This design comes from an exercise in tuning for small area on the open sky130 flow, not from production work.
Function was checked by simulation only, so behaviour that the tests miss may differ from the original.
No activity file was given, so power comes from the tool's default toggle rates.

## alu_design
module alu_design(clk_i,rst_i,valid_i,ready_o,operand_a,operand_b,operation,result);
	input clk_i,rst_i,valid_i;
	input [31:0]operand_a,operand_b;
	input [2:0]operation;
	output reg ready_o;
	output reg [31:0]result;
	wire [31:0] a = operand_a;
	wire [31:0] b = operand_b;
	wire [31:0] bn = ~b;
	wire op_mul = (operation == 3'b010);
	wire dv  = (operation == 3'b011) | (operation == 3'b100);
	wire as  = (operation == 3'b000) | (operation == 3'b001);
	wire flip = ~(dv | (operation == 3'b001));
	wire [31:0] bz;
	assign bz[0] = 1'b1;
	genvar k;
	generate for (k = 1; k < 32; k = k + 1) begin : g_bz
		assign bz[k] = bz[k-1] & ~b[32-k];
	end endgenerate
	wire [31:0] m = ({32{op_mul}} & a) | {31'd0, as};
	wire [31:0] e = {32{dv}} & bz;
	wire [31:0] mn = ~m;
	wire [31:0] en = ~e;
	reg [3:0] tt;
	always @(*) begin
		case (operation)
			3'b000: tt = 4'b0011;    
			3'b010: tt = 4'b1111;    
			3'b101: tt = 4'b0111;    
			3'b110: tt = 4'b0001;    
			3'b111: tt = 4'b1001;    
			default: tt = 4'b1100;   
		endcase
	end
	wire [31:0] init;
	wire [31:0] qn;        
	wire [31:0] q = ~qn;
	wire [31:0] r0;        
	wire r31_gn0_1;
	c_nand2 u2 (.a(init[31]), .b(bn[0]), .z(r31_gn0_1));
	wire r31_G0n_3;
	c_nor2 u4 (.a(init[31]), .b(bn[0]), .z(r31_G0n_3));
	wire r31_sel_5;
	c_oai21 u6 (.a1(en[31]), .a2(r31_G0n_3), .b1(mn[31]), .z(r31_sel_5));
	assign qn[31] = ~r31_sel_5;
	wire r31_v0_7;
	wire r31_x0_8;
	c_nand2 u9 (.a(r31_sel_5), .b(b[0]), .z(r31_v0_7));
	c_xnor2 u10 (.a(init[31]), .b(r31_v0_7), .z(r31_x0_8));
	wire r30_gn0_11;
	c_nand2 u12 (.a(init[30]), .b(bn[0]), .z(r30_gn0_11));
	wire r30_gn1_13;
	c_nand2 u14 (.a(r31_x0_8), .b(bn[1]), .z(r30_gn1_13));
	wire r30_tn1_15;
	c_nor2 u16 (.a(r31_x0_8), .b(bn[1]), .z(r30_tn1_15));
	wire r30_G0n_17;
  ...
For scale: roughly 4300 cells after synthesis, roughly 0.024 mm2 of cells after synthesis.
export LEC_CHECK = 0
export CAP_MARGIN = 20
export CORE_MARGIN = 2
export CORE_UTILIZATION = 60
export PLACE_DENSITY = 0.75
export SETUP_SLACK_MARGIN = -1.5
export SLEW_MARGIN = 20
export SYNTH_HIERARCHICAL = 1
create_clock -name core_clock -period 80.0 [get_ports {clk_i}]
standard.sh (not shown) runs the stock make flow with config.mk's settings and CLKGATE_MAP_FILE= SYNTH_SCRIPT=/design/flow/synth_recipe.tcl, a recipe that flattens the netlist after the stock synthesis.
==> flow/flow/run.sh <==
#!/bin/bash
# Standard layout, except that after the standard synthesis each a21oi_2 and
# mux4_2 is swapped for the _1 cell of the same function and pins: synthesis
# picks the larger one for each one-gate module it maps on its own, and the
# layout's timing repair upsizes again wherever timing needs it.
set -euo pipefail
bash standard.sh synth > synth.log 2>&1
NET=orfs/results/sky130hd/alu_design/base/1_2_yosys.v
cp $NET 1_2_yosys.orig.v
sed -i -e 's/\bsky130_fd_sc_hd__a21oi_2\b/sky130_fd_sc_hd__a21oi_1/g' \
       -e 's/\bsky130_fd_sc_hd__mux4_2\b/sky130_fd_sc_hd__mux4_1/g' $NET
rm -f orfs/results/sky130hd/alu_design/base/1_synth.odb orfs/results/sky130hd/alu_design/base/1_synth.sdc
bash standard.sh > layout.log 2>&1
==> next run, changes <==
--- a/flow/design.v
+++ b/flow/design.v
@@ -26,23 +26,22 @@
 		case (operation)
 			3'b000: tt = 4'b0011;    
 			3'b010: tt = 4'b1111;    
 			3'b101: tt = 4'b0111;    
 			3'b110: tt = 4'b0001;    
 			3'b111: tt = 4'b1001;    
 			default: tt = 4'b1100;   
 		endcase
 	end
 	wire [31:0] init;
 	wire [31:0] qn;        
-	wire [31:0] q = ~qn;
 	wire [31:0] r0;        
 	wire r31_gn0_1;
 	c_nand2 u2 (.a(init[31]), .b(bn[0]), .z(r31_gn0_1));
 	wire r31_G0n_3;
 	c_nor2 u4 (.a(init[31]), .b(bn[0]), .z(r31_G0n_3));
 	wire r31_sel_5;
 	c_oai21 u6 (.a1(en[31]), .a2(r31_G0n_3), .b1(mn[31]), .z(r31_sel_5));
 	assign qn[31] = ~r31_sel_5;
 	wire r31_v0_7;
 	wire r31_x0_8;
 	c_nand2 u9 (.a(r31_sel_5), .b(b[0]), .z(r31_v0_7));
@@ -8051,32 +8050,29 @@
 	assign r0[22] = r0_x22_7868;
 	assign r0[23] = r0_x23_7874;
 	assign r0[24] = r0_x24_7880;
 	assign r0[25] = r0_x25_7886;
 	assign r0[26] = r0_x26_7892;
 	assign r0[27] = r0_x27_7898;
 	assign r0[28] = r0_x28_7904;
 	assign r0[29] = r0_x29_7910;
 	assign r0[30] = r0_x30_7916;
 	assign r0[31] = r0_x31_7922;
 	wire op_div = (operation == 3'b011);
-	wire hold = ~valid_i & ~rst_i;
-	wire ld_q = valid_i & ~rst_i & op_div;
-	wire ld_r = valid_i & ~rst_i & ~op_div;
-	wire [31:0] r0x, nxtn, nxt;
+	wire [31:0] r0x, resn, nxtn, nxt;
 	genvar i;
 	generate for (i = 0; i < 32; i = i + 1) begin : g_out
-		c_xor2   u_x (.a(r0[i]), .b(flip), .z(r0x[i]));
-		c_aoi222 u_o (.a1(ld_q), .a2(q[i]), .b1(ld_r), .b2(r0x[i]),
-			.c1(hold), .c2(result[i]), .z(nxtn[i]));
-		c_inv    u_i (.a(nxtn[i]), .z(nxt[i]));
+		c_xnor2 u_x (.a(r0[i]), .b(flip), .z(r0x[i]));                  
+		c_mux2i u_r (.a0(r0x[i]), .a1(qn[i]), .s(op_div), .z(resn[i]));   
+		c_mux2i u_h (.a0(result[i]), .a1(resn[i]), .s(valid_i), .z(nxtn[i]));
+		c_nor2  u_z (.a(rst_i), .b(nxtn[i]), .z(nxt[i]));
 	end endgenerate
 	always @(posedge clk_i) begin
 		ready_o <= valid_i & ~rst_i;
 		result <= nxt;
 	end
 endmodule
 module c_inv (input a, output z);
 	assign z = ~a;
 endmodule
 module c_nand2 (input a, input b, output z);
 	assign z = ~(a & b);
@@ -8094,14 +8090,11 @@
 	assign z = ~((a1 & a2) | b1);
 endmodule
 module c_oai21 (input a1, input a2, input b1, output z);
 	assign z = ~((a1 | a2) & b1);
 endmodule
 module c_mux2i (input a0, input a1, input s, output z);
 	assign z = ~(s ? a1 : a0);
 endmodule
 module c_mux4 (input [3:0] d, input s1, input s0, output z);
 	assign z = s1 ? (s0 ? d[3] : d[2]) : (s0 ? d[1] : d[0]);
 endmodule
-module c_aoi222 (input a1, input a2, input b1, input b2, input c1, input c2, output z);
-	assign z = ~((a1 & a2) | (b1 & b2) | (c1 & c2));
-endmodule
Effect: The changed run passed the timing, design-rule and antenna checks. Area after synthesis goes up by 1.0%. Total power goes up by 6.0%. Sequential share of layout area hardly moves. Design area goes up by about 0.8%. Non-clock buffer count goes up by 10. First-iteration DRC count goes down by about 18%. Clock power goes down by about 5%. Die area goes up by 0.99%. Wire length goes down by 2.8%. Worst setup slack loses 0.81 ns.

[re-timing with driven ports]
Ports are ideal in the flow. The routed layouts listed here were re-timed in OpenROAD. Step 1 assumes that a clkbuf_16 drives the clock port and a buf_2 every other input. Step 2 times the ports against the registers' clock, not the clock port: input delays grow and output delays shrink by t, the midpoint of the rising clock arrivals with the driver on. Three values: ideal ports, drivers, drivers and shift; two values: the first two.
| run | t (ns) | slack for setup (ns) | worst hold slack (ns) |
|---|---|---|---|
| the first run | 0.334 | 4.002 / 4.024 / 3.690 | 0.483 / 0.483 / 0.483 |
| the second run | 0.322 | 3.193 / 3.211 / 2.889 | 0.514 / 0.514 / 0.514 |
After both steps every run listed still meets setup and hold. For the first run, which loses most, drivers alone change the setup slack by +0.022 ns; drivers and shift together by -0.312 ns.
